This design comes from an exercise in tuning for a short achievable clock period and few clock cycles on the open sky130 flow, not from production work. Function not checked in this run: the RTL went through the layout flow alone. Power is estimated from default activity; no workload was simulated.

[design/flow/config.mk]
export PLATFORM = sky130hd
export DESIGN_NAME = top
export DESIGN_NICKNAME = top
export VERILOG_FILES = /design/flow/design.v
export SDC_FILE = /design/flow/constraint.sdc
export NUM_CORES = 4
export LEC_CHECK = 0
export CAP_MARGIN = 20
export CORE_MARGIN = 2
export CORE_UTILIZATION = 40
export PLACE_DENSITY = 0.6
export SETUP_SLACK_MARGIN = 5
export SLEW_MARGIN = 20
[design/flow/constraint.sdc]
create_clock -name core_clock -period 11.0 [get_ports {clk}]
set_input_delay 2.2000 -clock core_clock [delete_from_list [all_inputs] [get_ports {clk}]]
set_output_delay 2.2000 -clock core_clock [all_outputs]
set_load 0.01 [all_outputs]
[design/flow/design.v]
module ks_add #(parameter W = 32) (
    input  [W-1:0] a,
    input  [W-1:0] b,
    input          ci,
    output [W-1:0] s,
    output         co
);
    localparam L = $clog2(W);
    wire [W-1:0] g [0:L];
    wire [W-1:0] p [0:L];
    wire [W-1:0] p0 = a ^ b;
    assign g[0] = (a & b) | {{(W-1){1'b0}}, p0[0] & ci};
    assign p[0] = p0;
    genvar k, i;
    generate
        for (k = 0; k < L; k = k + 1) begin : lvl
            for (i = 0; i < W; i = i + 1) begin : bit_
                if (i >= (1 << k)) begin : comb
                    assign g[k+1][i] = g[k][i] | (p[k][i] & g[k][i-(1<<k)]);
                    assign p[k+1][i] = p[k][i] & p[k][i-(1<<k)];
                end else begin : pass
                    assign g[k+1][i] = g[k][i];
                    assign p[k+1][i] = p[k][i];
                end
            end
        end
    endgenerate
    wire [W-1:0] c = {g[L][W-2:0], ci};    
    assign s  = p0 ^ c;
    assign co = g[L][W-1];
endmodule
module top (
    input         clk,
    input         reset,
    output [31:0] PC,
    input  [31:0] Instr,
    output        MemWrite,
    output [31:0] DataAdr,
    output [31:0] WriteData,
    input  [31:0] ReadData
);
    reg  [31:0] pc_f;
    reg         v_d;
    reg  [31:0] ir_d;
    reg  [31:0] pc8_d, pc4_d;
    reg         pred_d;
    reg         v_e;
    reg  [31:0] a_e, b_e, sd_e;
    reg  [31:0] pc4_e;
    reg  [3:0]  cond_e;
    reg  [3:0]  rd_e;
    reg         dp_e, ld_e, st_e, br_e, s_e, pred_e;
    reg  [1:0]  aluc_e;
    reg         fN, fZ, fC, fV;
    reg         mw_m, ld_m, wr_m;
    reg  [3:0]  rd_m;
    reg  [31:0] adr_m, wd_m;
    reg  [31:0] rf [0:14];
    assign PC        = pc_f;
    assign MemWrite  = mw_m;
    assign DataAdr   = adr_m;
    assign WriteData = wd_m;
    reg condex;
    always @(*) begin
        case (cond_e)
            4'b0000: condex = fZ;
            4'b0001: condex = ~fZ;
            4'b0010: condex = fC;
            4'b0011: condex = ~fC;
            4'b0100: condex = fN;
            4'b0101: condex = ~fN;
            4'b0110: condex = fV;
            4'b0111: condex = ~fV;
            4'b1000: condex = fC & ~fZ;
            4'b1001: condex = ~fC | fZ;
            4'b1010: condex = ~(fN ^ fV);
            4'b1011: condex = fN ^ fV;
            4'b1100: condex = ~fZ & ~(fN ^ fV);
            4'b1101: condex = fZ | (fN ^ fV);
            default: condex = 1'b1;
        endcase
    end
    wire go_e = v_e & condex;
    wire        sub_e = (aluc_e == 2'b01);
    wire [31:0] sum_e, dif_e;
    wire        co_s, co_d;
    ks_add #(32) add_e (.a(a_e), .b(b_e),  .ci(1'b0), .s(sum_e), .co(co_s));
    ks_add #(32) sub_u (.a(a_e), .b(~b_e), .ci(1'b1), .s(dif_e), .co(co_d));
    wire [31:0] res_e = aluc_e[1] ? (aluc_e[0] ? (a_e | b_e) : (a_e & b_e)) :
                        (aluc_e[0] ? dif_e : sum_e);
    wire co_e = aluc_e[0] ? co_d : co_s;
    wire rN = res_e[31];
    wire [31:0] bz   = b_e ^ {32{sub_e}};
    wire [31:0] kz   = {a_e[30:0] | bz[30:0], sub_e};
    wire        z_as = &((a_e ^ bz) ~^ kz);
    wire rZ = aluc_e[1] ? (aluc_e[0] ? ~|(a_e | b_e) : ~|(a_e & b_e)) : z_as;
    wire rC = ~aluc_e[1] & (co_e ^ sub_e);
    wire rV = ~(a_e[31] ^ b_e[31] ^ aluc_e[0]) & (a_e[31] ^ res_e[31]) & ~aluc_e[1];
    wire pcw_e    = dp_e & (rd_e == 4'd15);
    wire taken_e  = go_e & (br_e | pcw_e);
    wire redirect = v_e & (taken_e ^ pred_e);
    wire wf_e     = go_e & dp_e & s_e;                  
    wire wr_e     = go_e & ((dp_e & ~pcw_e) | ld_e);    
    wire [3:0] cond_d = ir_d[31:28];
    wire [1:0] op_d   = ir_d[27:26];
    wire       i_d    = ir_d[25];
    wire [3:0] cmd_d  = ir_d[24:21];
    wire       s_d    = ir_d[20];
    wire [3:0] rn_d   = ir_d[19:16];
    wire [3:0] rd_d   = ir_d[15:12];
    wire [3:0] rm_d   = ir_d[3:0];
    wire dp_d = (op_d == 2'b00);
    wire mem_d = (op_d == 2'b01);
    wire br_d = (op_d == 2'b10);
    wire ld_d = mem_d & s_d;
    wire st_d = mem_d & ~s_d;
    reg [1:0] aluc_d;
    always @(*) begin
        if (dp_d) begin
            case (cmd_d)
                4'b0100: aluc_d = 2'b00;
                4'b0010: aluc_d = 2'b01;
                4'b0000: aluc_d = 2'b10;
                4'b1100: aluc_d = 2'b11;
                default: aluc_d = 2'b00;
            endcase
        end else
            aluc_d = 2'b00;
    end
    wire [3:0] ra2_d = st_d ? rd_d : rm_d;
    wire use_a = dp_d | mem_d;
    wire use_b = (dp_d & ~i_d) | st_d;
    wire stall = v_d & v_e & ld_e &
                 ((use_a & rn_d == rd_e) | (use_b & ra2_d == rd_e));
    wire [31:0] m_val = ld_m ? ReadData : adr_m;
    wire fa_e = wr_e & (rn_d == rd_e);
    wire fb_e = wr_e & (ra2_d == rd_e);
    wire fa_m = wr_m & (rn_d == rd_m);
    wire fb_m = wr_m & (ra2_d == rd_m);
    wire [31:0] rfa = (rn_d  == 4'd15) ? pc8_d : rf[rn_d];
    wire [31:0] rfb = (ra2_d == 4'd15) ? pc8_d : rf[ra2_d];
    wire [31:0] rfa_m = fa_m ? m_val : rfa;
    wire [31:0] rfb_m = fb_m ? m_val : rfb;
    wire addpc_d = dp_d & i_d & (cmd_d == 4'b0100) & (rn_d == 4'd15) & (rd_d == 4'd15);
    wire ctl_d   = br_d | addpc_d;
    wire zd      = wf_e ? rZ : fZ;
    reg  condex_d;
    always @(*) begin
        case (cond_d)
            4'b0000: condex_d = zd;
            4'b0001: condex_d = ~zd;
            4'b0010: condex_d = fC;
            4'b0011: condex_d = ~fC;
            4'b0100: condex_d = fN;
            4'b0101: condex_d = ~fN;
            4'b0110: condex_d = fV;
            4'b0111: condex_d = ~fV;
            4'b1000: condex_d = fC & ~fZ;
            4'b1001: condex_d = ~fC | fZ;
            4'b1010: condex_d = ~(fN ^ fV);
            4'b1011: condex_d = fN ^ fV;
            4'b1100: condex_d = ~fZ & ~(fN ^ fV);
            4'b1101: condex_d = fZ | (fN ^ fV);
            default: condex_d = 1'b1;
        endcase
    end
    wire known_d  = ~wf_e | (cond_d[3:1] == 3'b000) | (cond_d == 4'b1110);
    wire redir_d  = v_d & ctl_d & known_d & (condex_d ^ pred_d) & ~redirect;
    wire [31:0] off_d  = br_d ? {{6{ir_d[23]}}, ir_d[23:0], 2'b00} : {24'd0, ir_d[7:0]};
    wire [31:0] btgt_d;
    wire        btgt_co;
    ks_add #(32) add_d (.a(pc8_d), .b(off_d), .ci(1'b0), .s(btgt_d), .co(btgt_co));
    wire [31:0] d_target = condex_d ? btgt_d : pc4_d;
    wire [31:0] imm_d = br_d ? {{6{ir_d[23]}}, ir_d[23:0], 2'b00} :
                        mem_d ? {20'd0, ir_d[11:0]} : {24'd0, ir_d[7:0]};
    wire a_is_pc = br_d;
    wire b_is_imm = br_d | mem_d | i_d;
    wire [31:0] a_next  = a_is_pc ? pc8_d : (fa_e ? res_e : rfa_m);
    wire [31:0] b_next  = b_is_imm ? imm_d : (fb_e ? res_e : rfb_m);
    wire [31:0] sd_next = fb_e ? res_e : rfb_m;
    wire [31:0] pcp4 = pc_f + 32'd4;
    wire [31:0] pcp8 = pc_f + 32'd8;
    wire [21:0] hi0  = pcp8[31:10];
    wire [21:0] hi_p = hi0 + 22'd1;
    wire [21:0] hi_m = hi0 - 22'd1;
    wire [3:0] f_cond  = Instr[31:28];
    wire       f_br    = (Instr[27:26] == 2'b10);
    wire       f_addpc = (Instr[27:21] == 7'b0010100) &&
                         (Instr[19:16] == 4'd15) && (Instr[15:12] == 4'd15);
    wire       f_short = (Instr[23:8] == 16'h0000) || (Instr[23:8] == 16'hFFFF);
    wire [7:0] lo_b;
    wire       c_b;
    ks_add #(8) add_fb (.a(pcp8[9:2]), .b(Instr[7:0]), .ci(1'b0), .s(lo_b), .co(c_b));
    wire [21:0] hb1 = Instr[23] ? hi0  : hi_p;      
    wire [21:0] hb0 = Instr[23] ? hi_m : hi0;       
    wire [21:0] hi_b = c_b ? hb1 : hb0;
    wire [31:0] tgt_b = {hi_b, lo_b, pcp8[1:0]};
    wire [7:0]  lo_a;
    wire        c_a;
    ks_add #(8) add_fa (.a(pcp8[7:0]), .b(Instr[7:0]), .ci(1'b0), .s(lo_a), .co(c_a));
    wire [23:0] hi8_0 = pcp8[31:8];
    wire [23:0] hi8_p = pcp8[31:8] + 24'd1;
    wire [31:0] tgt_a = {c_a ? hi8_p : hi8_0, lo_a};
    reg f_condok;
    always @(*) begin
        case (f_cond)
            4'b0000: f_condok = fZ;
            4'b0001: f_condok = ~fZ;
            4'b0010: f_condok = fC;
            4'b0011: f_condok = ~fC;
            4'b0100: f_condok = fN;
            4'b0101: f_condok = ~fN;
            4'b0110: f_condok = fV;
            4'b0111: f_condok = ~fV;
            4'b1000: f_condok = fC & ~fZ;
            4'b1001: f_condok = ~fC | fZ;
            4'b1010: f_condok = ~(fN ^ fV);
            4'b1011: f_condok = fN ^ fV;
            4'b1100: f_condok = ~fZ & ~(fN ^ fV);
            4'b1101: f_condok = fZ | (fN ^ fV);
            default: f_condok = 1'b1;
        endcase
    end
    wire f_take = f_condok;
    wire pred_b = f_br & f_short & f_take;
    wire pred_a = f_addpc & f_take;
    wire f_pred = pred_b | pred_a;
    wire [31:0] e_target = taken_e ? res_e : pc4_e;
    wire [31:0] pc_seq   = redirect ? e_target : (redir_d ? d_target : (stall ? pc_f : pcp4));
    wire        hold     = redirect | redir_d | stall;
    wire        take_b   = pred_b & ~hold;
    wire        take_a   = pred_a & ~hold;
    wire [31:0] pc_next  = take_b ? tgt_b : (take_a ? tgt_a : pc_seq);
    always @(posedge clk or posedge reset) begin
        if (reset) begin
            pc_f <= 32'd0;
            v_d  <= 1'b0;
            v_e  <= 1'b0;
            fN <= 1'b0; fZ <= 1'b0; fC <= 1'b0; fV <= 1'b0;
            mw_m <= 1'b0;
            ld_m <= 1'b0;
            wr_m <= 1'b0;
        end else begin
            pc_f <= pc_next;
            if (redirect | redir_d) v_d <= 1'b0;
            else if (!stall) v_d <= 1'b1;
            v_e  <= v_d & ~stall & ~redirect;
            if (go_e & dp_e & s_e) begin fN <= rN; fZ <= rZ; end
            if (go_e & dp_e & s_e & ~aluc_e[1]) begin fC <= rC; fV <= rV; end
            mw_m <= go_e & st_e;
            ld_m <= go_e & ld_e;
            wr_m <= wr_e;
        end
    end
    always @(posedge clk) begin
        if (!stall) begin
            ir_d   <= Instr;
            pc8_d  <= pcp8;
            pc4_d  <= pcp4;
            pred_d <= f_pred;
        end
        a_e    <= a_next;
        b_e    <= b_next;
        sd_e   <= sd_next;
        pc4_e  <= pc4_d;
        cond_e <= cond_d;
        rd_e   <= rd_d;
        dp_e   <= dp_d;
        ld_e   <= ld_d;
        st_e   <= st_d;
        br_e   <= br_d;
        s_e    <= s_d;
        pred_e <= pred_d ^ redir_d;
        aluc_e <= aluc_d;
        rd_m   <= rd_e;
        adr_m  <= res_e;
        wd_m   <= sd_e;
        if (wr_m) rf[rd_m] <= m_val;
    end
endmodule
[design/flow/flow/run.sh]
#!/bin/bash
# Own flow: the standard layout, with timing repair aimed at a slack
# well beyond the 11 ns period (the design runs near 3.5 ns).
set -uo pipefail
MARGIN=${MARGIN:-7.6}
bash standard.sh SETUP_SLACK_MARGIN=$MARGIN finish > run_make.log 2>&1
st=$?
tail -20 run_make.log
exit $st
[design/flow/standard.sh]
#!/bin/bash
# synth_recipe.tcl (not shown) runs the flow's synth.tcl, then flattens the netlist and writes it again
# the make line also repeats each setting of config.mk as NAME=value (left out here)
make -C /OpenROAD-flow-scripts/flow DESIGN_CONFIG=/design/flow/config.mk WORK_HOME=/design/flow/orfs CLKGATE_MAP_FILE= SYNTH_SCRIPT=/design/flow/synth_recipe.tcl "${@:-finish}"
==> notes.md <==
[per-layer routing]
layer,share of wire,GRT usage,up-vias
li1,-,-,18204
met1,0.40,0.461,21632
met2,0.41,0.470,3367
met3,0.14,0.0901,548
met4,0.047,0.133,12
met5,0.00039,0,-
[flip-flops by register name, indices dropped and copies added, names as in the netlist, 32 cells and up, named ones only]
register and cells:
ir_d 32, b_e 32, pc8_d 32, rf 480
pc4_e 32, sd_e 32, adr_m 32, a_e 32
pc_f 32, wd_m 32
[cell families after synthesis]
kind of cell | after synthesis | share of synthesized area
muxes | 381 | 0.116
adders and majority gates | 188 | 0.0494
xor gates and xnor gates | 240 | 0.0438
and+or+nand+nor | 1436 | 0.140
buffers and inverters | 471 | 0.0389
AOI/OAI and AO/OA | 1051 | 0.143
DFF | 832 | 0.468
[worst register-to-register path: cells and delay by family (launching register included)]
family / cells / cell delay [ns]
compound gates: 5 / 1.71
buf+inv: 4 / 0.64
flops: 1 / 0.36
simple gates: 5 / 1.56
[layout make-up]
class | count | area (µm²)
diodes | 1 | 2.50
clock buffers | 115 | 2530
well taps | 1612 | 2020
multi-input cells | 3307 | 27100
clock inverters | 54 | 602
inverters | 170 | 691
repair buffers | 688 | 7310
repair inverters | 2 | 17.5
fillers | 10290 | 56700
flip-flops and latches | 832 | 22800
[how the worst max path moves through the flow]
| stage | start | end | slack (ns) | depth (start not counted) |
|---|---|---|---|---|
| detailed placement | Instr[29] | pc_f[21] | 4.73 | 12 |
| global route | Instr[28] | pc_f[23] | 6.48 | 15 |
| CTS | Instr[29] | pc_f[23] | 6.61 | 14 |
| finish | aluc_e[1] | pc_f[31] | 6.59 | 14 |
| global placement | Instr[29] | pc_f[21] | 4.83 | 12 |
| floorplan | Instr[0] | pc_f[31] | 6.42 | 14 |
[synth_stat cells (72+ instances only)]
cell type	count	share of area
a311oi_1	78	0.014
mux2i_1	170	0.035
mux4_2	137	0.064
nand3_1	99	0.010
a21oi_1	229	0.024
mux2_2	72	0.017
dfxtp_1	216	0.090
nand2_1	594	0.046
nor2_1	294	0.023
ha_1	181	0.047
and3_1	72	0.0093
edfxtp_1	575	0.36
clkbuf_1	200	0.016
xnor2_1	180	0.033
inv_1	167	0.013
o21ai_0	272	0.028
[what timing repair did]
action / 4_1_cts / 5_1_grt
cloned: 34 / 18
resized for setup: 1112 / 348
pin swaps: 135 / 196
buffers inserted: 277 / 129
setup endpoints to repair: 330 / 175
[per-stage QoR]
| step | power (W) | util | hold slack [ns] | cells |
|---|---|---|---|---|
| 2_1_floorplan | 0.00704 | - | 0.310 | 4599 |
| 3_3_place_gp | 0.00912 | 0.432 | 0.311 | 6152 |
| 3_5_place_dp | 0.00912 | 0.432 | 0.313 | 6152 |
| 4_1_cts | 0.0133 | 0.503 | 0.321 | 6632 |
| 5_1_grt | 0.0143 | 0.527 | 0.336 | 6781 |
| 6_report | 0.0140 | 0.527 | 0.315 | 6781 |
[where the power goes]
| group | internal, W | switching, W |
|---|---|---|
| logic | 0.00241 | 0.00369 |
| registers | 0.00411 | 0.000519 |
| clock network | 0.00186 | 0.00139 |
| total | 0.00838 | 0.00560 |
==> notes.md <==
* CP max FO at 18
* Final hold vios at 0
* CTS Sinks at 832
* Row count at 127
* CTS tree: built
* Pleak at 23.9 nW
* Warnings from Yosys at 3
* Final min period at 4.41 ns
* GRT overflow at 0
* Setup_tns at 0 ns
* Outcome: timing/DRC/antenna clean
* Slowest stage cell, crit path: nor4_1
* Worst Reg-to-Reg Cells at 14
* Vias in the first global route at 40387
* Period utilization at 0.401
* Post-synthesis register bit count at 832
* RSZ-0062 raised after global routing: yes
* Setup crit end kind: flip-flop
* CP bufs+invs at 4
* CP Cell Sequence: buf_12, buf_4, inv_2, nor4_1, nand4_1, o41a_1, a2111o_1, and3_4, a21o_1, nand3_4, inv_8, a222oi_1, nor4b_4, o21ai_1
* Share of flip-flops with an asynchronous set or reset at 0.0493
* HP Start: sd_e[28]
* Peak supply drop at 0.211 mV
* Vias post-DR at 43763
* Crit path DAT at 4.96 ns
* Dpl hpwl at 131 mm
* Slew headroom at 0.232
* Port buffer count at 162
* Crit Reg-Reg Endpoint: pc_f[31]
* Die extent in x at 351 µm
* Die H at 351 µm
* Final Cell Area at 63100 µm²
* FF-to-FF Start: aluc_e[1]
* Post-synthesis sequential area ratio at 0.468
* Routability cong. at 0.978
* Synth cell types at 102
* Die area at 124000 µm²
* Initial DRC Count at 6386
* Global-route usage over all layers at 0.326
* Clk root buf: clkbuf_16
* CP max stage delay at 0.58 ns
* Worst reg-to-reg setup slack at 6.59 ns
* Clock skew at 0.0366 ns
* DR pass1 iterations at 8
* DP Area at 51800 µm²
* CTS max path bufs at 3
* Fin worst setup slack at 6.59 ns
* Power per cell area at 221 nW/µm²
* Critical Path Source Type: flip-flop
* Largest net degree at the start of global routing at 67
* Synth Area per Inst at 10.5 µm²
* Layout area overhead at 30.7%
* Worst slack, placed at 4.73 ns
* Core area at 120000 µm²
* Max-cap violations at 0
* Setup CP Type: flip-flop to flip-flop
* Final #Nets at 5345
* Worst slew pin tran at 1.14 ns
* Wire per inst at 31.2 µm
* Endpoint, Worst Hold: wd_m[28]
* H-tree depth at 3
* Initial Util at 0.403
* Post-Syn Area at 48300 µm²
* WL final at 212 mm
* WHS Path Cells at 0
* Number of synthesized flops with an enable pin at 575
* Main synth FF type: edfxtp_1
* Pins Over Slew Limit at 0
* Worst Path Required at 11.55 ns
* Num CTS Buffers at 92
* Ports at 163
* Antenna violations before repair at 18
* Hold Crit Class: flip-flop to flip-flop
* Cell count after synthesis at 4599
* Clock slew at reported path FFs at 0.06 ns
* Share of cells above drive strength 1 at 0.310
* Syn nets at 4851
* Post-cts hold buffer count at 0
* Latest clock arrival within the worst-skew pair at 0.70 ns
* Vias per Instance at 6.45
* Fmax at 0.227 GHz
* Commonest non-fill, non-tap cells in the layout: 575 x nand2_1, 575 x edfxtp_1, 321 x buf_4
* Crit path max-delay family: compound AO/OA/AOI/OAI gates
* First-pass GRT wire length at 291 mm
* Setup violations, final at 0
* Residual DRC at 0
* Routed Antenna Nets at 0

## port drivers added, routing unchanged
In the flow no input, the clock included, has a driving cell. The finished layout below was timed again as built, in two steps. Step 1 sets driving cells, clkbuf_16 on the clock port and buf_2 on the other inputs (assumed; they add their load-dependent delay and slew). Step 2 times the ports against the registers' clock, not the clock port: input delays grow and output delays shrink by t, the midpoint of the rising clock arrivals with the driver on. Slacks: no drivers / after step 1 / after step 2; pairs: no drivers / after step 1.
shift t [ns]: 0.765
setup WS [ns]: 6.594 / 6.594 / 5.869
cell pins on the clock port's net: 1
After both steps setup and hold are still met in this run. The setup slack of this run moves by 0.000 ns with the drivers and by -0.725 ns with both steps.
